From an optimization exercise on the open Yosys and OpenROAD flow, aimed at small area and a short achievable clock period; shortcuts taken in it are not production practice. Only simulation tests tie the RTL to the original design; equivalence was not proved. No driver is modelled on the clock port, so clock power and skew are understated where the tree is cut down; a real chip needs a root buffer or a tree. No activity file was given, so power comes from the tool's default toggle rates.

==> design.v <==
module Viterbi_Decoder(
    input [1:0] encoded_signal,
    input clk,
    input reset,
    output wire decoded_signal
);
  reg        t, tp;      
  reg [2:0]  e, f;
  reg [2:0]  dr;        
  reg [35:0] re;        
  reg [3:0]  cnt;       
  reg        dec;
  wire [12:0] X, Y;
  vd_tables tables (.t(t), .e(e), .f(f), .X(X), .Y(Y));
  wire [3:0] cntn;
  wire nv14, g10, g11, g12, g20, g21, g22;
  vd_ctl ctl (.reset(reset), .cnt(cnt), .dr(dr), .t_s(t), .tp_s(tp), .cntn(cntn), .nv14(nv14),
              .g10(g10), .g11(g11), .g12(g12), .g20(g20), .g21(g21), .g22(g22));
  wire [35:0] ren;
  genvar k;
  generate
    for (k = 0; k < 12; k = k + 1) begin : st
      vd_col col (.s(re[3*k +: 3]), .d0(dr[0]), .g10(g10), .g11(g11), .g12(g12),
                  .g20(g20), .g21(g21), .g22(g22), .n(ren[3*k +: 3]));
    end
  endgenerate
  wire o00, o11, o10, o01;
  vd_out outs (.s(ren[35:33]), .i00(X[3:2]), .i11(X[1:0]), .i10(Y[3:2]), .i01(Y[1:0]),
               .o00(o00), .o11(o11), .o10(o10), .o01(o01));
  wire       tn, decn;
  wire [2:0] en, fn, dn;
  vd_sel sel (.c0(encoded_signal[0]), .c1(encoded_signal[1]), .reset(reset), .nv14(nv14),
              .X(X), .Y(Y), .o00(o00), .o11(o11), .o10(o10), .o01(o01),
              .tn(tn), .en(en), .fn(fn), .dn(dn), .decn(decn));
  always @(posedge clk) begin
    t   <= tn;     
    e   <= en;
    f   <= fn;
    cnt <= cntn;
    tp  <= t;
    dr  <= dn;
    re  <= {ren[32:0], dr};
    dec <= decn;
  end
  assign decoded_signal = dec;
endmodule
module vd_tables(
    input t,
    input [2:0] e,
    input [2:0] f,
    output [12:0] X,
    output [12:0] Y
);
  wire tb_new_n34, tb_new_n35, tb_new_n36, tb_new_n37, tb_new_n38, tb_new_n39, tb_new_n40, tb_new_n41, tb_new_n42, tb_new_n43, tb_new_n44, tb_new_n45, tb_new_n46, tb_new_n47, tb_new_n48, tb_new_n49, tb_new_n50, tb_new_n51, tb_new_n52, tb_new_n53, tb_new_n56, tb_new_n57, tb_new_n58, tb_new_n59, tb_new_n60, tb_new_n62, tb_new_n63, tb_new_n64, tb_new_n65, tb_new_n66, tb_new_n68, tb_new_n69, tb_new_n71, tb_new_n73, tb_new_n74, tb_new_n75, tb_new_n76, tb_new_n78, tb_new_n79, tb_new_n80, tb_new_n81, tb_new_n82, tb_new_n84, tb_new_n85, tb_new_n86, tb_new_n87, tb_new_n90, tb_new_n91, tb_new_n94, tb_new_n97, tb_new_n98, tb_new_n100, tb_new_n101, tb_new_n107, tb_new_n108, tb_new_n111, tb_new_n113, tb_new_n116;
  vc_inv_1 tbg00 (.A(e[2]), .Y(tb_new_n34));
  vc_nor2_1 tbg01 (.A(t), .B(tb_new_n34), .Y(tb_new_n35));
  vc_inv_1 tbg02 (.A(e[1]), .Y(tb_new_n36));
  vc_nor2_1 tbg03 (.A(t), .B(tb_new_n36), .Y(tb_new_n37));
  vc_inv_1 tbg04 (.A(f[1]), .Y(tb_new_n38));
  vc_nor2_1 tbg05 (.A(t), .B(e[2]), .Y(tb_new_n39));
  vc_inv_1 tbg06 (.A(t), .Y(tb_new_n40));
  vc_nor2_1 tbg07 (.A(tb_new_n40), .B(tb_new_n34), .Y(tb_new_n41));
  vc_nor2_1 tbg08 (.A(tb_new_n39), .B(tb_new_n41), .Y(tb_new_n42));
  vc_nor2_1 tbg09 (.A(tb_new_n38), .B(tb_new_n42), .Y(tb_new_n43));
  vc_o21ai_0 tbg10 (.A1(tb_new_n37), .A2(tb_new_n43), .B1(e[2]), .Y(tb_new_n44));
  vc_inv_1 tbg11 (.A(tb_new_n41), .Y(tb_new_n45));
  vc_inv_1 tbg12 (.A(e[0]), .Y(tb_new_n46));
  vc_inv_1 tbg13 (.A(f[0]), .Y(tb_new_n47));
  vc_o21ai_0 tbg14 (.A1(tb_new_n40), .A2(tb_new_n46), .B1(tb_new_n47), .Y(tb_new_n48));
  vc_nand2_1 tbg15 (.A(tb_new_n45), .B(tb_new_n48), .Y(tb_new_n49));
  vc_nand2_1 tbg16 (.A(tb_new_n44), .B(tb_new_n49), .Y(tb_new_n50));
  vc_inv_1 tbg17 (.A(f[2]), .Y(tb_new_n51));
  vc_nor2_1 tbg18 (.A(e[0]), .B(e[1]), .Y(tb_new_n52));
  vc_o21ai_0 tbg19 (.A1(tb_new_n40), .A2(tb_new_n52), .B1(tb_new_n51), .Y(tb_new_n53));
  vc_a21oi_1 tbg20 (.A1(tb_new_n50), .A2(tb_new_n53), .B1(tb_new_n35), .Y(X[0]));
  vc_o22ai_1 tbg21 (.A1(e[0]), .A2(tb_new_n38), .B1(tb_new_n51), .B2(tb_new_n49), .Y(X[1]));
  vc_nor2_1 tbg22 (.A(t), .B(tb_new_n46), .Y(tb_new_n56));
  vc_nor2_1 tbg23 (.A(e[2]), .B(f[2]), .Y(tb_new_n57));
  vc_nand2_1 tbg24 (.A(tb_new_n56), .B(tb_new_n57), .Y(tb_new_n58));
  vc_nand2_1 tbg25 (.A(tb_new_n37), .B(f[0]), .Y(tb_new_n59));
  vc_nor2_1 tbg26 (.A(tb_new_n47), .B(tb_new_n51), .Y(tb_new_n60));
  vc_o211ai_1 tbg27 (.A1(tb_new_n60), .A2(tb_new_n45), .B1(tb_new_n58), .C1(tb_new_n59), .Y(X[2]));
  vc_inv_1 tbg28 (.A(tb_new_n60), .Y(tb_new_n62));
  vc_o22ai_1 tbg29 (.A1(e[0]), .A2(tb_new_n38), .B1(tb_new_n35), .B2(tb_new_n62), .Y(tb_new_n63));
  vc_a21oi_1 tbg30 (.A1(f[2]), .A2(tb_new_n56), .B1(tb_new_n63), .Y(tb_new_n64));
  vc_nor2_1 tbg31 (.A(tb_new_n46), .B(tb_new_n34), .Y(tb_new_n65));
  vc_nand2_1 tbg32 (.A(t), .B(f[2]), .Y(tb_new_n66));
  vc_a21oi_1 tbg33 (.A1(tb_new_n65), .A2(tb_new_n66), .B1(tb_new_n64), .Y(X[3]));
  vc_nand2_1 tbg34 (.A(tb_new_n40), .B(tb_new_n51), .Y(tb_new_n68));
  vc_nor2_1 tbg35 (.A(f[0]), .B(f[1]), .Y(tb_new_n69));
  vc_o21ai_0 tbg36 (.A1(tb_new_n69), .A2(tb_new_n68), .B1(tb_new_n66), .Y(X[4]));
  vc_inv_1 tbg37 (.A(tb_new_n39), .Y(tb_new_n71));
  vc_o221ai_1 tbg38 (.A1(tb_new_n40), .A2(f[0]), .B1(e[1]), .B2(tb_new_n65), .C1(tb_new_n71), .Y(X[5]));
  vc_nor2_1 tbg39 (.A(t), .B(tb_new_n51), .Y(tb_new_n73));
  vc_nor2_1 tbg40 (.A(tb_new_n36), .B(tb_new_n73), .Y(tb_new_n74));
  vc_inv_1 tbg41 (.A(tb_new_n74), .Y(tb_new_n75));
  vc_nor3_1 tbg42 (.A(f[2]), .B(tb_new_n37), .C(tb_new_n56), .Y(tb_new_n76));
  vc_nor3_1 tbg43 (.A(tb_new_n56), .B(tb_new_n76), .C(tb_new_n75), .Y(X[6]));
  vc_o21ai_0 tbg44 (.A1(tb_new_n36), .A2(tb_new_n63), .B1(X[1]), .Y(tb_new_n78));
  vc_nand2_1 tbg45 (.A(tb_new_n74), .B(tb_new_n59), .Y(tb_new_n79));
  vc_nor2_1 tbg46 (.A(tb_new_n51), .B(tb_new_n65), .Y(tb_new_n80));
  vc_inv_1 tbg47 (.A(tb_new_n80), .Y(tb_new_n81));
  vc_nand2_1 tbg48 (.A(tb_new_n81), .B(tb_new_n41), .Y(tb_new_n82));
  vc_nand3_1 tbg49 (.A(tb_new_n78), .B(tb_new_n79), .C(tb_new_n82), .Y(X[7]));
  vc_nand2_1 tbg50 (.A(tb_new_n65), .B(tb_new_n66), .Y(tb_new_n84));
  vc_nand2_1 tbg51 (.A(e[1]), .B(f[2]), .Y(tb_new_n85));
  vc_nor2_1 tbg52 (.A(tb_new_n38), .B(tb_new_n51), .Y(tb_new_n86));
  vc_nor2_1 tbg53 (.A(t), .B(tb_new_n86), .Y(tb_new_n87));
  vc_a31oi_1 tbg54 (.A1(tb_new_n84), .A2(t), .A3(tb_new_n85), .B1(tb_new_n87), .Y(X[8]));
  vc_o211ai_1 tbg55 (.A1(f[0]), .A2(tb_new_n45), .B1(tb_new_n53), .C1(tb_new_n85), .Y(X[9]));
  vc_a21oi_1 tbg56 (.A1(e[1]), .A2(e[2]), .B1(f[2]), .Y(tb_new_n90));
  vc_nand2_1 tbg57 (.A(tb_new_n35), .B(tb_new_n90), .Y(tb_new_n91));
  vc_nand3_1 tbg58 (.A(tb_new_n64), .B(tb_new_n59), .C(tb_new_n91), .Y(X[10]));
  vc_o31ai_1 tbg59 (.A1(tb_new_n46), .A2(tb_new_n34), .A3(tb_new_n68), .B1(tb_new_n44), .Y(X[11]));
  vc_nand2_1 tbg60 (.A(tb_new_n35), .B(tb_new_n69), .Y(tb_new_n94));
  vc_nand3b_1 tbg61 (.A_N(tb_new_n76), .B(tb_new_n85), .C(tb_new_n94), .Y(X[12]));
  vc_nor2_1 tbg62 (.A(tb_new_n42), .B(tb_new_n80), .Y(Y[0]));
  vc_inv_1 tbg63 (.A(tb_new_n69), .Y(tb_new_n97));
  vc_nand2_1 tbg64 (.A(tb_new_n34), .B(t), .Y(tb_new_n98));
  vc_o21ai_0 tbg65 (.A1(tb_new_n98), .A2(tb_new_n97), .B1(tb_new_n81), .Y(Y[1]));
  vc_nor2_1 tbg66 (.A(e[2]), .B(tb_new_n47), .Y(tb_new_n100));
  vc_o21ai_0 tbg67 (.A1(f[1]), .A2(tb_new_n100), .B1(tb_new_n40), .Y(tb_new_n101));
  vc_o21ai_0 tbg68 (.A1(f[2]), .A2(tb_new_n101), .B1(tb_new_n82), .Y(Y[2]));
  vc_o21ai_0 tbg69 (.A1(tb_new_n71), .A2(tb_new_n97), .B1(tb_new_n81), .Y(Y[3]));
  vc_o21ai_0 tbg70 (.A1(tb_new_n52), .A2(tb_new_n71), .B1(tb_new_n45), .Y(Y[4]));
  vc_o21bai_1 tbg71 (.A1(f[1]), .A2(tb_new_n60), .B1_N(X[4]), .Y(Y[5]));
  vc_nor3_1 tbg72 (.A(tb_new_n38), .B(tb_new_n100), .C(tb_new_n42), .Y(Y[6]));
  vc_a22oi_1 tbg73 (.A1(tb_new_n57), .A2(tb_new_n38), .B1(e[2]), .B2(tb_new_n69), .Y(tb_new_n107));
  vc_nand2_1 tbg74 (.A(tb_new_n107), .B(t), .Y(tb_new_n108));
  vc_o221ai_1 tbg75 (.A1(tb_new_n36), .A2(f[0]), .B1(tb_new_n84), .B2(tb_new_n86), .C1(tb_new_n108), .Y(Y[7]));
  vc_o21ai_0 tbg76 (.A1(tb_new_n62), .A2(tb_new_n98), .B1(tb_new_n44), .Y(Y[8]));
  vc_a21oi_1 tbg77 (.A1(tb_new_n34), .A2(tb_new_n69), .B1(tb_new_n86), .Y(tb_new_n111));
  vc_o211ai_1 tbg78 (.A1(e[0]), .A2(tb_new_n66), .B1(tb_new_n71), .C1(tb_new_n111), .Y(Y[9]));
  vc_a22oi_1 tbg79 (.A1(e[1]), .A2(e[2]), .B1(tb_new_n107), .B2(tb_new_n40), .Y(tb_new_n113));
  vc_o31ai_1 tbg80 (.A1(tb_new_n46), .A2(tb_new_n34), .A3(tb_new_n73), .B1(tb_new_n113), .Y(Y[10]));
  vc_a21oi_1 tbg81 (.A1(tb_new_n75), .A2(tb_new_n101), .B1(tb_new_n90), .Y(Y[11]));
  vc_nand2_1 tbg82 (.A(tb_new_n73), .B(tb_new_n52), .Y(tb_new_n116));
  vc_nand3_1 tbg83 (.A(tb_new_n111), .B(tb_new_n98), .C(tb_new_n116), .Y(Y[12]));
endmodule
module vd_ctl(
    input reset,
    input [3:0] cnt,
    input [2:0] dr,
    input t_s, tp_s,
    output [3:0] cntn,
    output nv14,
    output g10, g11, g12, g20, g21, g22
);
  wire ct_new_n24, ct_new_n25, ct_new_n26, ct_new_n27, ct_new_n28, ct_new_n30, ct_new_n31, ct_new_n33, ct_new_n35, ct_new_n37;
  vc_nand3_1 ctg00 (.A(cnt[1]), .B(cnt[2]), .C(cnt[3]), .Y(nv14));
  vc_a21oi_1 ctg01 (.A1(nv14), .A2(cnt[0]), .B1(reset), .Y(cntn[0]));
  vc_nand2_1 ctg02 (.A(cnt[2]), .B(cnt[3]), .Y(ct_new_n24));
  vc_nand2_1 ctg03 (.A(cnt[0]), .B(cnt[1]), .Y(ct_new_n25));
  vc_inv_1 ctg04 (.A(ct_new_n25), .Y(ct_new_n26));
  vc_inv_1 ctg05 (.A(reset), .Y(ct_new_n27));
  vc_o21ai_0 ctg06 (.A1(cnt[0]), .A2(cnt[1]), .B1(ct_new_n27), .Y(ct_new_n28));
  vc_a21oi_1 ctg07 (.A1(ct_new_n26), .A2(ct_new_n24), .B1(ct_new_n28), .Y(cntn[1]));
  vc_inv_1 ctg08 (.A(cnt[3]), .Y(ct_new_n30));
  vc_o21ai_0 ctg09 (.A1(cnt[2]), .A2(ct_new_n26), .B1(ct_new_n27), .Y(ct_new_n31));
  vc_a31oi_1 ctg10 (.A1(cnt[2]), .A2(ct_new_n30), .A3(ct_new_n26), .B1(ct_new_n31), .Y(cntn[2]));
  vc_nand2_1 ctg11 (.A(ct_new_n26), .B(cnt[2]), .Y(ct_new_n33));
  vc_a21oi_1 ctg12 (.A1(ct_new_n33), .A2(ct_new_n30), .B1(reset), .Y(cntn[3]));
  vc_inv_1 ctg13 (.A(tp_s), .Y(ct_new_n35));
  vc_nor2_1 ctg14 (.A(dr[1]), .B(ct_new_n35), .Y(g10));
  vc_inv_1 ctg15 (.A(dr[1]), .Y(ct_new_n37));
  vc_nor2_1 ctg16 (.A(tp_s), .B(ct_new_n37), .Y(g11));
  vc_nor2_1 ctg17 (.A(g10), .B(g11), .Y(g12));
  vc_a21oi_1 ctg18 (.A1(ct_new_n35), .A2(t_s), .B1(dr[2]), .Y(g20));
  vc_a21boi_0 ctg19 (.A1(t_s), .A2(tp_s), .B1_N(dr[2]), .Y(g21));
  vc_nor2_1 ctg20 (.A(g21), .B(g20), .Y(g22));
endmodule
module vd_col(
    input [2:0] s,
    input d0, g10, g11, g12, g20, g21, g22,
    output [2:0] n
);
  assign n[0] = ~(d0 ? s[1] : s[0]);
  assign n[1] = ~((g10 & s[0]) | (g11 & s[1]) | (g12 & s[2]));
  assign n[2] = ~((g20 & s[0]) | (g21 & s[1]) | (g22 & s[2]));
endmodule
module vd_out(
    input [2:0] s,
    input [1:0] i00, i11, i10, i01,
    output o00, o11, o10, o01
);
  function pick(input [2:0] v, input [1:0] i);
    pick = i[1] ? v[2] : (i[0] ? v[1] : v[0]);
  endfunction
  assign o00 = pick(s, i00);
  assign o11 = pick(s, i11);
  assign o10 = pick(s, i10);
  assign o01 = pick(s, i01);
endmodule
module vd_sel(
    input c0, c1, reset, nv14,
    input [12:0] X,
    input [12:0] Y,
    input o00, o11, o10, o01,
    output tn,
    output [2:0] en,
    output [2:0] fn,
    output [2:0] dn,
    output decn
);
  wire s00, s01, s10, s11, nrst;    
  vc_nor3_1   u_s00 (.A(c0), .B(c1), .C(reset), .Y(s00));
  vc_nor3b_1  u_s01 (.A(c1), .B(reset), .C_N(c0), .Y(s01));
  vc_nor3b_1  u_s10 (.A(c0), .B(reset), .C_N(c1), .Y(s10));
  vc_and3b_1  u_s11 (.A_N(reset), .B(c0), .C(c1), .X(s11));
  vc_inv_1    u_nr (.A(reset), .Y(nrst));
  vc_or2_1    u_t (.A(s01), .B(s10), .X(tn));
  vd_sel4 #(.R(1)) u_e2 (s00, s01, s10, s11, nrst, {X[9],  Y[9],  Y[12], X[12]}, en[2]);
  vd_sel4 #(.R(1)) u_e1 (s00, s01, s10, s11, nrst, {X[8],  Y[8],  Y[11], X[11]}, en[1]);
  vd_sel4 #(.R(1)) u_e0 (s00, s01, s10, s11, nrst, {X[7],  Y[7],  Y[10], X[10]}, en[0]);
  vd_sel4 #(.R(0)) u_f2 (s00, s01, s10, s11, nrst, {X[12], Y[12], Y[9],  X[9]},  fn[2]);
  vd_sel4 #(.R(0)) u_f1 (s00, s01, s10, s11, nrst, {X[11], Y[11], Y[8],  X[8]},  fn[1]);
  vd_sel4 #(.R(0)) u_f0 (s00, s01, s10, s11, nrst, {X[10], Y[10], Y[7],  X[7]},  fn[0]);
  vd_sel4 #(.R(0))     u_d2 (s00, s01, s10, s11, nrst, {X[6],  Y[6],  Y[5],  X[5]},  dn[2]);
  vd_sel4 #(.R(0))     u_d1 (s00, s01, s10, s11, nrst, {X[4],  Y[5],  Y[6],  X[4]},  dn[1]);
  vd_sel4 #(.R(0))     u_d0 (s00, s01, s10, s11, nrst, {X[5],  Y[4],  Y[4],  X[6]},  dn[0]);
  wire p1, p2;
  vc_a22oi_1  u_o1 (.A1(s00), .A2(o00), .B1(s01), .B2(o10), .Y(p1));
  vc_a22oi_1  u_o2 (.A1(s10), .A2(o01), .B1(s11), .B2(o11), .Y(p2));
  vc_a21oi_1  u_dec (.A1(p1), .A2(p2), .B1(nv14), .Y(decn));
endmodule
module vd_sel4 #(parameter R = 0) (
    input s00, s01, s10, s11, nrst,
    input [3:0] d,
    output y
);
  wire p1, p2;
  vc_a22oi_1 u_p1 (.A1(s00), .A2(d[0]), .B1(s01), .B2(d[1]), .Y(p1));
  vc_a22oi_1 u_p2 (.A1(s10), .A2(d[2]), .B1(s11), .B2(d[3]), .Y(p2));
  generate
    if (R) begin : one
      vc_nand3_1 u_y (.A(p1), .B(p2), .C(nrst), .Y(y));
    end else begin : zero
      vc_nand2_1 u_y (.A(p1), .B(p2), .Y(y));
    end
  endgenerate
endmodule
module vc_a21boi_0(input A1, input A2, input B1_N, output Y);
  assign Y = (~A1&B1_N) | (~A2&B1_N);
endmodule
module vc_a21oi_1(input A1, input A2, input B1, output Y);
  assign Y = (~A1&~B1) | (~A2&~B1);
endmodule
module vc_a22oi_1(input A1, input A2, input B1, input B2, output Y);
  assign Y = (~A1&~B1) | (~A1&~B2) | (~A2&~B1) | (~A2&~B2);
endmodule
module vc_a31oi_1(input A1, input A2, input A3, input B1, output Y);
  assign Y = (~A1&~B1) | (~A2&~B1) | (~A3&~B1);
endmodule
module vc_and3b_1(input A_N, input B, input C, output X);
  assign X = (~A_N&B&C);
endmodule
module vc_inv_1(input A, output Y);
  assign Y = (~A);
endmodule
module vc_nand2_1(input A, input B, output Y);
  assign Y = (~A) | (~B);
endmodule
module vc_nand3_1(input A, input B, input C, output Y);
  assign Y = (~A) | (~B) | (~C);
endmodule
module vc_nand3b_1(input A_N, input B, input C, output Y);
  assign Y = (A_N) | (~B) | (~C);
endmodule
module vc_nor2_1(input A, input B, output Y);
  assign Y = (~A&~B);
endmodule
module vc_nor3_1(input A, input B, input C, output Y);
  assign Y = (~A&~B&~C);
endmodule
module vc_nor3b_1(input A, input B, input C_N, output Y);
  assign Y = (~A&~B&C_N);
endmodule
module vc_o211ai_1(input A1, input A2, input B1, input C1, output Y);
  assign Y = (~A1&~A2) | (~B1) | (~C1);
endmodule
module vc_o21ai_0(input A1, input A2, input B1, output Y);
  assign Y = (~A1&~A2) | (~B1);
endmodule
module vc_o21bai_1(input A1, input A2, input B1_N, output Y);
  assign Y = (~A1&~A2) | (B1_N);
endmodule
module vc_o221ai_1(input A1, input A2, input B1, input B2, input C1, output Y);
  assign Y = (~B1&~B2) | (~A1&~A2) | (~C1);
endmodule
module vc_o22ai_1(input A1, input A2, input B1, input B2, output Y);
  assign Y = (~B1&~B2) | (~A1&~A2);
endmodule
module vc_o31ai_1(input A1, input A2, input A3, input B1, output Y);
  assign Y = (~A1&~A2&~A3) | (~B1);
endmodule
module vc_or2_1(input A, input B, output X);
  assign X = (A) | (B);
endmodule
==> flow/run.sh <==
#!/bin/bash
# The standard layout (the standard.sh: the standard synthesis and ORFS
# flow, unchanged constraints), with these knobs passed to ORFS:
# - port buffers of a normal buffer cell instead of the delay cell that
#   buffer_ports picks by default (every port still gets its buffer);
# - a setup margin, so that the resizer's repair works towards a shorter
#   period than the 10 ns constraint;
# - ABC's output load for the per-module mapping set to 1 fF, so that the
#   small gate-sized modules keep their x1 cells;
# - clock tree synthesis with the default options plus -dont_use_dummy_load.
# All tool output goes to make_finish.log and ORFS's own logs under orfs/.
set -euo pipefail
bash standard.sh \
  "BUFFER_PORTS_ARGS=-buffer_cell sky130_fd_sc_hd__buf_2" \
  SETUP_SLACK_MARGIN=${MARGIN:-7.15} \
  ABC_LOAD_IN_FF=1 \
  "CTS_ARGS=-sink_clustering_enable -repair_clock_nets -dont_use_dummy_load" \
  finish > make_finish.log 2>&1
==> standard.sh <==
#!/bin/bash
# synth_recipe.tcl (not shown) runs the flow's synth.tcl, then flattens the netlist and writes it again
# the make line also repeats each setting of config.mk as NAME=value (left out here)
make -C /OpenROAD-flow-scripts/flow DESIGN_CONFIG=/design/flow/config.mk WORK_HOME=/design/flow/orfs CLKGATE_MAP_FILE= SYNTH_SCRIPT=/design/flow/synth_recipe.tcl "${@:-finish}"
==> config.mk <==
export PLATFORM = sky130hd
export DESIGN_NAME = Viterbi_Decoder
export DESIGN_NICKNAME = Viterbi_Decoder
export VERILOG_FILES = /design/flow/design.v
export SDC_FILE = /design/flow/constraint.sdc
export NUM_CORES = 4
export LEC_CHECK = 0
export CAP_MARGIN = 20
export CORE_MARGIN = 2
export CORE_UTILIZATION = 40
export PLACE_DENSITY = 0.7
export SLEW_MARGIN = 20
export SYNTH_HIERARCHICAL = 1
export SYNTH_MINIMUM_KEEP_SIZE = 0
==> constraint.sdc <==
create_clock -name core_clock -period 10.0 [get_ports {clk}]
set_input_delay 2.0000 -clock core_clock [delete_from_list [all_inputs] [get_ports {clk}]]
set_output_delay 2.0000 -clock core_clock [all_outputs]
set_load 0.01 [all_outputs]
==> impl_results.md, run 1 <==
- Synth Area per Inst: 9.12 um^2
- Area share of the largest cell type after synthesis: 0.474
- H-Tree Depth: 2
- VDD IR max: around 0.00011 V
- Tcrit/Tclk final: 0.272
- Final-report setup violation count: 0
- Synth Instances: 241
- CP Data Arrival Time: a little under 3 ns
- Final cell count without fillers: 320
- Synth top area cells: dfxtp_1 47%, a222oi_1 11%, a22oi_1 7.5%
- Filler Cells Inserted: 523
- Status: no timing/DRC/antenna violations
- Ys async rst share: 0
- Setup slack at placement: 6.84 ns
- Power per Cell Area: about 240 nW/um^2
- Die area: between 6000 and 7000 um^2
- Placed cell areas: 2320 um^2
- Placed cell count: between 300 and 400
- Final core occ: 0.465
- Slew margin rel.: 0.417
- P_leak: 0.936 nW
- Gr usage total: 0.162
- Wire per inst: 15.5 um
- Crit end category: flip-flop
- Count of final hold-check violations: 0
- Chip width: 78.1 um
- CTS tree: built
- Post-DRT Antenna Nets: 0
- Hold Slack: 0.385 ns
- Worst Hold Depth: 0
- Clock latency on the worst-skew pair: ~0.29 ns
- Total grt overflow: 0
- I/O pin count: 5
- RR Startpoint: tp
- Required @ worst endpoint: 10.22 ns
- CTS Buffer Depth: 2
- Gpl congestion: 1.02
- Seq. cell area: 1040 um^2
- Die Y: roughly 78 um
- Unrepaired setup endpoints after global routing: no
- PnR worst setup slack: 7.28 ns
- Worst Setup Start Kind: input port
- Largest net degree at the start of global routing: 17
- Reg2Reg Depth: 8
- Reg-to-Reg End: dec
- Site Rows: 26
- Post-Route Skew: 0.0220 ns
- WL final: 4.95 mm
- Area growth, synth to finish: 10.1%
- CTS Hold Bufs: 0
- Sink of the worst hold path: re[2]
- Vias in the first global route: around 1700
- Post-CTS Setup Bufs: 0
- CTS sink count: 52
- Multi-input logic area: 1130 um^2
- Initial Util: 0.422
- Vias per cell: 6.30
- Min-delay src: dr[2]
- EDFF count, synth: 0
- Dpl hpwl: 3.45 mm
- Max_cap viols: 0
- Hold WC Path Type: reg -> reg
- R2R setup slack: between 7 and 8 ns
- Number of remaining DRC errors: 0
- Synth warn: 8
- Final instance area: 2420 um^2
- Total power: about 570 uW
- Crit Path Category: in -> reg
- Share of layout cells above drive strength 1: 0.0640
- Final net count: 256
- N_diodes: 0
- Syn nets: 245
- Clk Tree Root Cell: clkbuf_8
- Post-route minimum period: roughly 2.7 ns
- Final Max Tran Viols: 0
- F_max: 0.368 GHz
- First-pass GRT wire length: 8.15 mm
- Flops & latches, synth: 52
- Core Region: 5200 um^2
- Starting DRT DRC Count: slightly below 300
- Port buffer count: 4
- Largest area contributor in the netlist: dfxtp_1
- CTS Buf Count: 5
- CTS clk-pin slew, worst paths: 0.09 ns
- Vias: 2017
- Main synth FF type: dfxtp_1
- Distinct cells, synth: 22
- Drt pass-1 iters: 8
- Worst slew pin tran: 0.872 ns
- Initial antenna violation count: 0
- Synth Cell Area: approximately 2200 um^2
- Setup TNS: 0 ns
- CP Max Fanout: 11
- Seq/Total Area, Yosys: 0.474
-- registers in the layout, summed over array words and instances (netlist names) --
| register | flops |
|---|---|
| cnt | 4 |
| dec | 1 |
| dr | 3 |
| e | 3 |
| f | 3 |
| re | 36 |
| t | 1 |
| tp | 1 |
-- logic make-up (layout without fill, tap and decap cells) --
logic type      after synthesis  count (layout)  share of synthesized area
compound gates               87              87                      0.292
simple gates                 67              67                      0.129
flops                        52              52                      0.474
buf+inv                      19              28                     0.0325
mux                          16              16                     0.0729
-- what timing repair did --
action | in CTS | in global routing
setup endpoints to repair | 1 | 3
gates resized for setup | 1 | 6
pin swaps | 0 | 0
-- worst max path at each step --
stage                     cells past startpoint   from  end
after floorplan                               3  reset  dec
after global placement                        4  reset  dec
after detailed placement                      4  reset  dec
after CTS                                     7      t  dec
after global routing                          4  reset  dec
final                                         4  reset  dec
-- per-module statistics from Yosys (local to each module, per instance), excerpt --
module,flops+latches,times used,cells inside,area (um^2)
vc_a21boi_0,0,1,1,7.51
vc_a21oi_1,0,11,1,5.00
vc_and3b_1,0,1,1,8.76
vc_inv_1,0,19,1,3.75
vc_nand3_1,0,7,1,5.00
vc_nor3_1,0,4,1,5.00
vc_nor3b_1,0,2,1,7.51
vc_o21ai_0,0,13,1,5.00
vc_o221ai_1,0,2,1,8.76
vc_o22ai_1,0,2,1,6.26
vd_out,0,1,12,75.1
-- synthesized netlist by cell type, drive strengths merged, types with 3 or more instances --
cell type / instances
nand2: 28
nand3: 7
a222oi: 24
inv: 19
dfxtp: 52
mux2i: 16
nor2: 23
a22oi: 22
o211ai: 3
nor3: 4
a21oi: 11
o21ai: 17
-- layout make-up --
| cell class | instances | area share |
|---|---|---|
| multi-input cells | 170 | 0.467 |
| flip-flops and latches | 52 | 0.430 |
| well taps | 70 | 0.0362 |
| repair buffers | 4 | 0.00827 |
| inverters | 19 | 0.0295 |
| clock buffers | 5 | 0.0284 |
-- cell usage in the layout (no fill, tap or decap) --
cell type,n
a21boi_2,1
a21oi_1,10
a21oi_2,1
a222oi_1,24
a22oi_1,22
a31oi_1,2
and3b_1,1
buf_2,4
clkbuf_8,5
dfxtp_1,52
inv_1,19
mux2i_1,16
nand2_1,28
nand3_1,7
nand3b_1,1
nor2_1,21
nor2_2,2
nor3_1,3
nor3_4,1
nor3b_4,2
o211ai_1,3
o21ai_1,17
o21bai_1,1
o221ai_1,2
o22ai_1,2
o31ai_1,2
or2_0,1
-- where the power goes --
group | switching, mW | internal (mW)
Sequential | 0.0489 | 0.270
Clock | 0.0579 | 0.0452
Combinational | 0.0832 | 0.0644
-- layer usage --
| layer | vias up | wire length (um) | global-route usage |
|---|---|---|---|
| li1 | 957 | - | - |
| met1 | 916 | 2160 | 0.229 |
| met2 | 136 | 2270 | 0.262 |
| met3 | 8 | 477 | 0.0276 |
| met4 | 0 | 44 | 0.0316 |
| met5 | - | 0 | 0 |
-- critical path, cell delays in order --
cell	delay (ns)
buf_2	0.17
nor3b_4	0.44
a22oi_1	0.17
a21oi_1	0.16
==> run 2: changes to the inputs <==
--- a/flow/run.sh
+++ b/flow/run.sh
@@ -13,5 +13,5 @@
 bash standard.sh \
   "BUFFER_PORTS_ARGS=-buffer_cell sky130_fd_sc_hd__buf_2" \
-  SETUP_SLACK_MARGIN=${MARGIN:-7.15} \
+  SETUP_SLACK_MARGIN=${MARGIN:-7.2} \
   ABC_LOAD_IN_FF=1 \
   "CTS_ARGS=-sink_clustering_enable -repair_clock_nets -dont_use_dummy_load" \
==> impl_results.md, run 2 <==
- Setup TNS: 0 ns (unchanged)
- Final net count: 256 (unchanged)
- Post-Route Skew: 0.0235 ns (+0.00147 ns)
- Most frequent cells in the layout: 52 x dfxtp_1, 28 x nand2_1, 24 x a222oi_1
- Area growth, synth to finish: 10.1% (unchanged)
- Share of layout cells above drive strength 1: 0.0640 (unchanged)
- Crit Path Category: in -> reg
- CTS sink count: 52 (unchanged)
- Count leader, synth: dfxtp_1
- Number of remaining DRC errors: 0 (unchanged)
- Critical-path top delay cell: nor3b_4
- Synth Area per Inst: 9.12 um^2 (unchanged)
- Count of final hold-check violations: 0 (unchanged)
- Filler Cells Inserted: 523 (unchanged)
- Min-delay src: dr[2]
- Simple-gate share of the synthesized area: 0.129 (unchanged)
- Site Rows: 26 (unchanged)
- Hold WC Path Type: reg -> reg
- Synth Instances: 241 (unchanged)
- Post-synthesis mux area share: 0.0729 (unchanged)
- Distinct cells, synth: 22 (unchanged)
- Largest net degree at the start of global routing: 17 (unchanged)
- Seq. cell area: 1040 um^2 (unchanged)
- Setup slack at placement: 6.84 ns (unchanged)
- Reg2Reg Depth: 8 (unchanged)
- P_leak: 0.936 nW (unchanged)
- Vias: 2030 (+0.64%)
- CTS Buffer Depth: 2 (unchanged)
- Vias in the first global route: 1745 (+0.29%)
- Initial Util: 0.422 (unchanged)
- Status: no timing/DRC/antenna violations
- N_diodes: 0 (unchanged)
- H-Tree Depth: 2 (unchanged)
- Synth Cell Area: 2200 um^2 (unchanged)
- Die Y: 78.1 um (unchanged)
- Wire per inst: 15.5 um (+0.44%)
- Gpl congestion: 1.02 (unchanged)
- Final Max Tran Viols: 0 (unchanged)
- Crit end category: flip-flop
- Main synth FF type: dfxtp_1
- Top cells by count, synth: 52 x dfxtp_1, 28 x nand2_1, 24 x a222oi_1
- F_max: 0.368 GHz (about the same)
- Clk Tree Root Cell: clkbuf_8
- CP Max Fanout: 11 (unchanged)
- CTS clk-pin slew, worst paths: 0.09 ns (about the same)
- Required @ worst endpoint: 10.22 ns (about the same)
- Dpl hpwl: 3.45 mm (unchanged)
- Crit-path max cell delay: 0.44 ns (about the same)
- Initial antenna violation count: 0 (unchanged)
- Final instance area: 2420 um^2 (unchanged)
- Core Region: 5200 um^2 (unchanged)
- Worst Setup Start Kind: input port
- Final-report setup violation count: 0 (unchanged)
- CTS Buf Count: 5 (unchanged)
- Final core occ: 0.465 (unchanged)
- Ys async rst share: 0 (unchanged)
- Post-route minimum period: 2.72 ns (+0.000530 ns)
- Seq/Total Area, Yosys: 0.474 (unchanged)
- I/O pin count: 5 (unchanged)
- Die area: 6100 um^2 (unchanged)
- First-pass GRT wire length: 8.20 mm (+0.60%)
- Largest area contributor in the netlist: dfxtp_1
- Area share of the largest cell type after synthesis: 0.474 (unchanged)
- CP bufs+invs: 1 (unchanged)
- CP Data Arrival Time: 2.94 ns (about the same)
- Max_cap viols: 0 (unchanged)
- Multi-input logic area: 1130 um^2 (unchanged)
- Vias per cell: 6.34 (+0.64%)
- Drt pass-1 iters: 7 (-1)
- Placed cell areas: 2320 um^2 (unchanged)
- Crit path launch: reset
- VDD IR max: 0.000106 V (+0.22%)
- Worst slew pin tran: 0.867 ns (-0.00478 ns)
- Synth top area cells: dfxtp_1 47%, a222oi_1 11%, a22oi_1 7.5%
- Post-CTS Setup Bufs: 0 (unchanged)
- Top reg by flops: re
- Worst Setup EP: dec
- Post-Synth XOR/XNOR Area: 0 (unchanged)
- PnR worst setup slack: 7.28 ns (-0.000530 ns)
- Tcrit/Tclk final: 0.272 (about the same)
- Top flop regs: re: 36 flops, cnt: 4 flops
- Synth Area in Adders: 0 (unchanged)
- Commonest non-fill, non-tap cell in the layout: dfxtp_1
- Post-DRT Antenna Nets: 0 (unchanged)
- Max reg flops: 36 (unchanged)
- Chip width: 78.1 um (unchanged)
- Power per Cell Area: 236 nW/um^2 (+0.19%)
- Slew margin rel.: 0.420 (+0.00320)
- Clock latency on the worst-skew pair: 0.30 ns (about the same)
- Compound-Gate Fraction of Synth Area: 0.292 (unchanged)
- Syn nets: 245 (unchanged)
- CTS tree: built
- Crit path max-delay family: simple AND/OR/NAND/NOR gates
- WL final: 4.97 mm (+0.44%)
- R2R setup slack: 7.49 ns (about the same)
- Gr usage total: 0.163 (+0.000978)
- Worst-path cell chain: buf_2, nor3b_4, a22oi_1, a21oi_1
- Total grt overflow: 0 (unchanged)
- Port buffer count: 4 (unchanged)
- Synth warn: 8 (unchanged)
- CTS Hold Bufs: 0 (unchanged)
- RR Startpoint: tp
- Reg-to-Reg End: dec
- Flops & latches, synth: 52 (unchanged)
- Main combinational cell family by area after synthesis: compound AO/OA/AOI/OAI gates
- Unrepaired setup endpoints after global routing: no
- Total power: 571 uW (+0.19%)
- Starting DRT DRC Count: 280 (-3.8%)
- EDFF count, synth: 0 (unchanged)
- Crit. path cell count: 4 (unchanged)
-- run 2: cell counts in the layout (fill, tap and decap cells not counted) --
Identical to the previous run, type by type.
-- run 2: how the worst min path moves through the flow --
stage / endpoint / slack, ns / cells past startpoint
after floorplan: re[2] / 0.35 / 0
after global placement: re[2] / 0.36 / 0
after detailed placement: re[2] / 0.36 / 0
after CTS: re[2] / 0.39 / 0
after global routing: re[2] / 0.40 / 0
final: re[2] / 0.39 / 0
-- run 2: per-stage QoR --
step	std cells	hold WS [ns]
after floorplan	241	0.346
after CTS	320	0.389
after detailed placement	315	0.357
after global placement	315	0.358
after global routing	320	0.399
final	320	0.387
-- run 2: cells by family (layout without fill, tap and decap cells) --
kind of cell,Yosys count,after routing
compound gates,87,87
buf+inv,19,28
flops,52,52
mux,16,16
simple gates,67,67
-- run 2: per-layer routing --
layer | share of wire | vias to the layer above | track usage | wire, um
li1 | - | 960 | - | -
met1 | 0.45 | 941 | 0.231 | 2260
met2 | 0.45 | 121 | 0.264 | 2230
met3 | 0.088 | 8 | 0.0276 | 438
met4 | 0.0090 | 0 | 0.0316 | 45
met5 | 0 | - | 0 | 0
-- run 2: Yosys stat by module, one instance, submodules excluded, excerpt --
module / flops+latches / area (um^2) / cells inside / copies in the design
vd_out: 0 / 75.1 / 12 / 1
vd_col: 0 / 30.0 / 3 / 12
vc_o221ai_1: 0 / 8.76 / 1 / 2
vc_and3b_1: 0 / 8.76 / 1 / 1
vc_nor3b_1: 0 / 7.51 / 1 / 2
vc_o31ai_1: 0 / 7.51 / 1 / 2
vc_nand3b_1: 0 / 7.51 / 1 / 1
vc_a22oi_1: 0 / 7.51 / 1 / 22
vc_a21boi_0: 0 / 7.51 / 1 / 1
vc_o211ai_1: 0 / 7.51 / 1 / 3
vc_or2_1: 0 / 6.26 / 1 / 1
vc_nor3_1: 0 / 5.00 / 1 / 4
vc_a21oi_1: 0 / 5.00 / 1 / 11
vc_nor2_1: 0 / 3.75 / 1 / 23
vc_nand2_1: 0 / 3.75 / 1 / 24
vc_inv_1: 0 / 3.75 / 1 / 19
-- run 2: where the power goes --
part,internal [mW],switching [mW]
Sequential,0.270,0.0491
Combinational,0.0644,0.0835
Clock,0.0452,0.0585
Total,0.379,0.191
-- run 2: what timing repair did --
| action | 4_1_cts | 5_1_grt |
|---|---|---|
| cloned | 0 | 0 |
| setup endpoints to repair | 1 | 10 |
| endpoints found under the hold margin | 0 | 0 |
| gates resized for setup | 2 | 5 |
| pin swaps | 0 | 0 |
-- run 2: cell type report --
type,count,share of cell area
Clock buffer,5,0.0284
Inverter,19,0.0295
Timing Repair Buffer,4,0.00827
Tap cell,70,0.0362
Sequential cell,52,0.430
Multi-Input combinational cell,170,0.467
-- run 2: worst reg2reg max path, cell delays in order, from the launching register on --
cell	delay [ns]
dfxtp_1	0.39
inv_1	0.09
nor2_2	0.47
nor2_1	0.36
a222oi_1	0.53
mux2i_1	0.15
o21ai_1	0.19
a22oi_1	0.09
a21oi_1	0.16
==> run 3: changes to the inputs <==
--- a/flow/run.sh
+++ b/flow/run.sh
@@ -12,6 +12,7 @@
 set -euo pipefail
 bash standard.sh \
+  "POST_CTS_TCL=$PWD/flow/flat_clock.tcl" \
   "BUFFER_PORTS_ARGS=-buffer_cell sky130_fd_sc_hd__buf_2" \
-  SETUP_SLACK_MARGIN=${MARGIN:-7.2} \
+  SETUP_SLACK_MARGIN=${MARGIN:-7.35} \
   ABC_LOAD_IN_FF=1 \
   "CTS_ARGS=-sink_clustering_enable -repair_clock_nets -dont_use_dummy_load" \
==> flow/flat_clock.tcl (new file) <==
set block [ord::get_db_block]
set clkport_net [$block findNet clk]
set root ""
foreach it [$clkport_net getITerms] {
  if {[$it isInputSignal]} { set root [$it getInst] }
}
if {$root eq ""} { error "flat_clock: no root clock buffer" }
set rootin ""; set rootout ""
foreach it [$root getITerms] {
  if {[$it isInputSignal]} { set rootin $it }
  if {[$it isOutputSignal]} { set rootout [$it getNet] }
}
set leaves {}
set other 0
foreach it [$rootout getITerms] {
  set inst [$it getInst]
  if {$inst eq $root} continue
  if {[string match "sky130_fd_sc_hd__clkbuf*" [[$inst getMaster] getName]]} {
    lappend leaves $it
  } else {
    incr other
  }
}
puts "flat_clock: root [$root getName], [llength $leaves] leaf buffers, $other other sinks"
if {$other == 0 && [llength $leaves] > 0 && [llength $leaves] <= 4} {
  foreach it $leaves {
    $it disconnect
    $it connect $clkport_net
  }
  $rootin disconnect
  foreach it [$root getITerms] { if {[$it isOutputSignal]} { $it disconnect } }
  odb::dbInst_destroy $root
  odb::dbNet_destroy $rootout
  detailed_placement
  estimate_parasitics -placement
} else {
  puts "flat_clock: tree left as it is"
}
==> impl_results.md, run 3 <==
- Top reg by flops: re
- Hold WC Path Type: reg -> reg
- Unrepaired setup endpoints after global routing: yes
- CP Max Fanout: 5 (-6)
- Worst slew pin tran: 0.896 ns (+0.0295 ns)
- Crit end category: flip-flop
- Seq/Total Area, Yosys: 0.474 (unchanged)
- Count leader, synth: dfxtp_1
- Initial Util: 0.422 (unchanged)
- Final net count: 266 (+3.9%)
- Metal2 WL: 2.44 mm (+9.7%)
- Initial antenna violation count: 0 (unchanged)
- Synth Area per Inst: 9.12 um^2 (unchanged)
- Max reg flops: 36 (unchanged)
- Worst Setup Start Kind: input port
- Synth Cell Area: 2200 um^2 (unchanged)
- Die area: 6100 um^2 (unchanged)
- Post-DRT Antenna Nets: 0 (unchanged)
- Top flop regs: re: 36 flops, cnt: 4 flops
- Crit-path max cell delay: 0.30 ns (-0.14 ns)
- Tcrit/Tclk final: 0.271 (-0.00140)
- Top cells by count, synth: 52 x dfxtp_1, 28 x nand2_1, 24 x a222oi_1
- Power per Cell Area: 219 nW/um^2 (-7.0%)
- Synth top area cells: dfxtp_1 47%, a222oi_1 11%, a22oi_1 7.5%
- M1 WL: 2.43 mm (+7.5%)
- Dpl hpwl: 3.59 mm (+4.0%)
- Setup TNS: 0 ns (unchanged)
- VDD IR max: 0.000114 V (+7.2%)
- Main synth FF type: dfxtp_1
- WL final: 5.50 mm (+11%)
- P_leak: 1.01 nW (+8.1%)
- Drt pass-1 iters: 5 (-2)
- Vias per cell: 6.30 (-0.74%)
- Clock latency on the worst-skew pair: 0.15 ns (-0.15 ns)
- Top layer in use: met4
- Max_cap viols: 0 (unchanged)
- Commonest non-fill, non-tap cell in the layout: dfxtp_1
- Crit Path Category: in -> reg
- CP Data Arrival Time: 2.79 ns (-0.15 ns)
- Syn nets: 245 (unchanged)
- Critical-path top delay cell: nor3b_4
- Distinct cells, synth: 22 (unchanged)
- Count of final hold-check violations: 0 (unchanged)
- N_diodes: 0 (unchanged)
- Core Region: 5200 um^2 (unchanged)
- First-pass GRT wire length: 8.38 mm (+2.3%)
- Area share of the largest cell type after synthesis: 0.474 (unchanged)
- Ys async rst share: 0 (unchanged)
- Required @ worst endpoint: 10.08 ns (-0.14 ns)
- Wire per inst: 16.7 um (+7.3%)
- EDFF count, synth: 0 (unchanged)
- Post-Route Skew: 0.0164 ns (-0.00706 ns)
- Most frequent cells in the layout: 52 x dfxtp_1, 28 x nand2_1, 24 x a222oi_1
- Slew margin rel.: 0.400 (-0.0197)
- Synth warn: 8 (unchanged)
- Chip width: 78.1 um (unchanged)
- Wire length on met3: 488 um (+11%)
- Site Rows: 26 (unchanged)
- Gpl congestion: 1.00 (-1.4%)
- Post-route minimum period: 2.71 ns (-0.0140 ns)
- CTS sink count: 52 (unchanged)
- Number of remaining DRC errors: 0 (unchanged)
- Area growth, synth to finish: 18.7%
- Final instance area: 2610 um^2 (+7.8%)
- Gr usage total: 0.167 (+0.00412)
- I/O pin count: 5 (unchanged)
- Vias: 2078 (+2.4%)
- Flops & latches, synth: 52 (unchanged)
- Final-report setup violation count: 0 (unchanged)
- Total grt overflow: 0 (unchanged)
- Status: no timing/DRC/antenna violations
- CTS clk-pin slew, worst paths: 0.09 ns (about the same)
- Vias in the first global route: 1821 (+4.4%)
- Largest area contributor in the netlist: dfxtp_1
- F_max: 0.370 GHz (+0.52%)
- Synth Instances: 241 (unchanged)
- Final Max Tran Viols: 0 (unchanged)
- Largest net degree at the start of global routing: 16 (-1)
- Port buffer count: 4 (unchanged)
- Worst-path cell chain: buf_12, nor3b_4, buf_6, a22oi_2, nand2_1
- Filler Cells Inserted: 481 (-8.0%)
- Die Y: 78.1 um (unchanged)
- Placed cell areas: 2340 um^2 (+0.81%)
- Share of layout cells above drive strength 1: 0.146 (+0.0822)
- Starting DRT DRC Count: 364 (+30%)
## run 3: worst max-delay path, delay by kind of cell
family / cells / cell delay [ns]
buffers and inverters: 2 / 0.29
AND/OR/NAND/NOR: 2 / 0.41
AO/OA/AOI/OAI: 1 / 0.08
## run 3: Yosys stat by module (local to each module, per instance), a selection
module           flip-flops and latches  cell area (um^2)
vc_o221ai_1                           0              8.76
vc_o21bai_1                           0              7.51
vc_inv_1                              0              3.75
Viterbi_Decoder                      52              1040
vc_nand3_1                            0              5.00
vc_a21boi_0                           0              7.51
## run 3: cell type report
| type | count | area, um^2 | area share |
|---|---|---|---|
| Multi-Input combinational cell | 171 | 1200 | 0.459 |
| Sequential cell | 52 | 1040 | 0.399 |
| Timing Repair Buffer | 14 | 155 | 0.0595 |
| Tap cell | 70 | 87.6 | 0.0336 |
| Inverter | 19 | 71.3 | 0.0273 |
| Clock buffer | 4 | 55.1 | 0.0211 |
## run 3: cells by family after synthesis
family	synth area share
muxes	0.0729
and+or+nand+nor	0.129
buffers and inverters	0.0325
AOI/OAI and AO/OA	0.292
DFF	0.474
## run 3: worst paths after layout
path	to	cells after the start	from	slack, ns
worst max-delay path	f[1]	5	reset	7.29
worst max register to register	dec	7	t	7.60
worst min-delay path	re[2]	0	dr[2]	0.39
worst min register to register	re[2]	0	dr[2]	0.39
## run 3: where the power goes
part | internal (mW) | switching, mW
Clock | 0.0367 | 0.0506
Sequential | 0.270 | 0.0490
Combinational | 0.0728 | 0.0932
Total | 0.379 | 0.193
## run 3: layer usage
layer,vias up,global-route usage
li1,980,-
met1,959,0.241
met2,124,0.258
met3,15,0.0230
met4,0,0.0561
met5,-,0
## run 3: per-stage QoR
stage,hold slack (ns),power (mW),std cells,utilization,worst slack [ns]
after floorplan,0.346,0.424,241,-,7.35
after global placement,0.362,0.467,315,0.449,7.07
after detailed placement,0.361,0.468,315,0.449,7.00
after global routing,0.404,0.605,330,0.501,7.28
final,0.388,0.572,330,0.501,7.29
==> run 4: changes to the inputs <==
--- a/flow/run.sh
+++ b/flow/run.sh
@@ -14,5 +14,5 @@
   "POST_CTS_TCL=$PWD/flow/flat_clock.tcl" \
   "BUFFER_PORTS_ARGS=-buffer_cell sky130_fd_sc_hd__buf_2" \
-  SETUP_SLACK_MARGIN=${MARGIN:-7.35} \
+  SETUP_SLACK_MARGIN=${MARGIN:-7.30} \
   ABC_LOAD_IN_FF=1 \
   "CTS_ARGS=-sink_clustering_enable -repair_clock_nets -dont_use_dummy_load" \
==> impl_results.md, run 4 <==
- Status: no timing/DRC/antenna violations
- Most frequent cells in the layout: 52 x dfxtp_1, 28 x nand2_1, 24 x a222oi_1
- Vias in the first global route: 1836 (+0.82%)
- Post-Route Skew: 0.0172 ns (+0.000790 ns)
- CTS clk-pin slew, worst paths: 0.09 ns (about the same)
- Total power: 565 uW (-1.2%)
- Worst slew pin tran: 0.923 ns (+0.0271 ns)
- M1 WL: 2.37 mm (-2.6%)
- Main synth FF type: dfxtp_1
- Crit end category: flip-flop
- Drt pass-1 iters: 6 (+1)
- Ys async rst share: 0 (unchanged)
- CP Data Arrival Time: 2.71 ns (-0.08 ns)
- Worst-path cell chain: buf_4, nor3b_4, buf_6, a22oi_1, nand2_1
- Power per Cell Area: 223 nW/um^2 (+1.8%)
- Final Max Tran Viols: 0 (unchanged)
- Max reg flops: 36 (unchanged)
- Top layer in use: met4
- Final instance area: 2530 um^2 (-3.0%)
- Wire length on met3: 411 um (-16%)
- P_leak: 0.976 nW (-3.6%)
- Max_cap viols: 0 (unchanged)
- Initial Util: 0.422 (unchanged)
- Synth Area per Inst: 9.12 um^2 (unchanged)
- Placed cell areas: 2340 um^2 (unchanged)
- CTS sink count: 52 (unchanged)
- Setup TNS: 0 ns (unchanged)
- Hold WC Path Type: reg -> reg
- Unrepaired setup endpoints after global routing: yes
- Vias per cell: 6.20 (-1.5%)
- Post-DRT Antenna Nets: 0 (unchanged)
- Critical-path top delay cell: a22oi_1
- Starting DRT DRC Count: 246 (-32%)
- Crit path max-delay family: buffers and inverters
- Final net count: 261 (-1.9%)
- Number of remaining DRC errors: 0 (unchanged)
- I/O pin count: 5 (unchanged)
- Crit Path Category: in -> reg
- Synth Instances: 241 (unchanged)
- Count leader, synth: dfxtp_1
- Top cells by count, synth: 52 x dfxtp_1, 28 x nand2_1, 24 x a222oi_1
- EDFF count, synth: 0 (unchanged)
- Initial antenna violation count: 0 (unchanged)
- Metal2 WL: 2.55 mm (+4.2%)
- Gr usage total: 0.166 (-0.000937)
- Final cell count without fillers: 325 (-1.5%)
- First-pass GRT wire length: 8.42 mm (+0.42%)
- Required @ worst endpoint: 10.03 ns (-0.05 ns)
- Slew margin rel.: 0.382 (-0.0181)
- F_max: 0.372 GHz (+0.77%)
- Core Region: 5200 um^2 (unchanged)
- Crit-path max cell delay: 0.19 ns (-0.11 ns)
- Area share of the largest cell type after synthesis: 0.474 (unchanged)
- Top flop regs: re: 36 flops, cnt: 4 flops
- CP bufs+invs: 2 (unchanged)
- Flops & latches, synth: 52 (unchanged)
- Placed cell count: 315 (unchanged)
- Area growth, synth to finish: 15.2%
- Dpl hpwl: 3.45 mm (-3.8%)
- Largest area contributor in the netlist: dfxtp_1
- Final-report setup violation count: 0 (unchanged)
- N_diodes: 0 (unchanged)
- CP Max Fanout: 9 (+4)
- Count of final hold-check violations: 0 (unchanged)
- Synth top area cells: dfxtp_1 47%, a222oi_1 11%, a22oi_1 7.5%
- Syn nets: 245 (unchanged)
- Clock latency on the worst-skew pair: 0.15 ns (about the same)
- Post-route minimum period: 2.68 ns (-0.0207 ns)
- Port buffer count: 4 (unchanged)
- Chip width: 78.1 um (unchanged)
- Synth warn: 8 (unchanged)
- VDD IR max: 0.000133 V (+17%)
- Worst Setup Start Kind: input port
- Wire per inst: 16.5 um (-0.88%)
- Site Rows: 26 (unchanged)
- Die Y: 78.1 um (unchanged)
- Commonest non-fill, non-tap cell in the layout: dfxtp_1
- Gpl congestion: 0.976 (-2.8%)
- Die area: 6100 um^2 (unchanged)
- Total grt overflow: 0 (unchanged)
- Largest net degree at the start of global routing: 16 (unchanged)
- Synth Cell Area: 2200 um^2 (unchanged)
- Distinct cells, synth: 22 (unchanged)
- Share of layout cells above drive strength 1: 0.106 (-0.0403)
- Seq/Total Area, Yosys: 0.474 (unchanged)
- WL final: 5.37 mm (-2.4%)
- Top reg by flops: re
- Tcrit/Tclk final: 0.268 (-0.00207)
- Vias: 2015 (-3.0%)
==> run 4: Yosys stat by module (local to each module, per instance), a selection <==
module	flops+latches	cell area [um^2]	cells	copies in the design
vc_nor2_1	0	3.75	1	23
vc_o21ai_0	0	5.00	1	13
Viterbi_Decoder	52	1040	52	1
vc_inv_1	0	3.75	1	19
vc_o31ai_1	0	7.51	1	2
vc_a21oi_1	0	5.00	1	11
vd_col	0	30.0	3	12
vc_nand3_1	0	5.00	1	7
==> run 4: cell type report <==
class / instances / area, um^2
clock buffers: 4 / 55.1
multi-input cells: 171 / 1200
well taps: 70 / 87.6
inverters: 19 / 71.3
flip-flops and latches: 52 / 1040
repair buffers: 9 / 80.1
fillers: 495 / 2670
==> run 4: through the flow <==
step / utilization / worst slack (ns) / hold WS, ns
finish: 0.486 / 7.32 / 0.399
global route: 0.486 / 7.27 / 0.405
detailed placement: 0.449 / 7.01 / 0.362
global placement: 0.449 / 7.04 / 0.361
floorplan: - / 7.33 / 0.346
==> run 4: kinds of logic after synthesis <==
family,Yosys count,share of synthesized area
buffers and inverters,19,0.0325
AOI/OAI and AO/OA,87,0.292
muxes,16,0.0729
DFF,52,0.474
and+or+nand+nor,67,0.129
==> run 4: final timing paths <==
check / startpoint / endpoint / slack (ns) / cells after the start
max: encoded_signal[0] / dr[2] / 7.32 / 5
min reg2reg: dr[2] / re[2] / 0.40 / 0
max reg2reg: t / dec / 7.46 / 7
min: dr[2] / re[2] / 0.40 / 0
==> run 4: power by group <==
part	switching, mW	leakage (nW)	internal [mW]	total, mW
combinational	0.0904	0.513	0.0684	0.159
clock	0.0509	0.0288	0.0367	0.0876
sequential	0.0489	0.434	0.270	0.319
==> run 4: worst register-to-register path: stages, from the launching register on <==
cell      delay [ns]
dfxtp_1         0.70
a21boi_4        0.23
nor2_1          0.72
a222oi_1        0.29
nand2_1         0.12
o21ai_1         0.07
a22oi_1         0.21
a21oi_1         0.09
==> run 4: per-layer routing <==
metal | global-route usage | vias up
li1 | - | 969
met1 | 0.234 | 923
met2 | 0.274 | 117
met3 | 0.0241 | 6
met4 | 0.0298 | 0
met5 | 0 | -

## static timing again, ports no longer ideal
Ports are ideal in the flow. The routed layouts listed here were re-timed in OpenROAD. Step 1: set_driving_cell puts a clkbuf_16 on clk and a buf_2 on each other input, an assumption about the parent block. Step 2 moves the port delays by t, midway between the first and last clock arrival at a register: inputs arrive t later, outputs are due t later. That takes back most of the time a late clock gives input paths. a / b / c = ideal ports / drivers / drivers and shift; a / b = the first two.
| run | t (ns) | setup WS [ns] | worst register clock-pin slew, ns |
|---|---|---|---|
| run 1 | 0.309 | 7.281 / 7.258 / 6.979 | 0.09 / 0.09 |
| run 2 | 0.309 | 7.280 / 7.257 / 6.978 | 0.09 / 0.09 |
| run 3 | 0.187 | 7.295 / 7.269 / 7.082 | 0.09 / 0.09 |
| run 4 | 0.184 | 7.315 / 7.339 / 7.154 | 0.09 / 0.09 |
After both steps setup and hold are still met in every run listed.
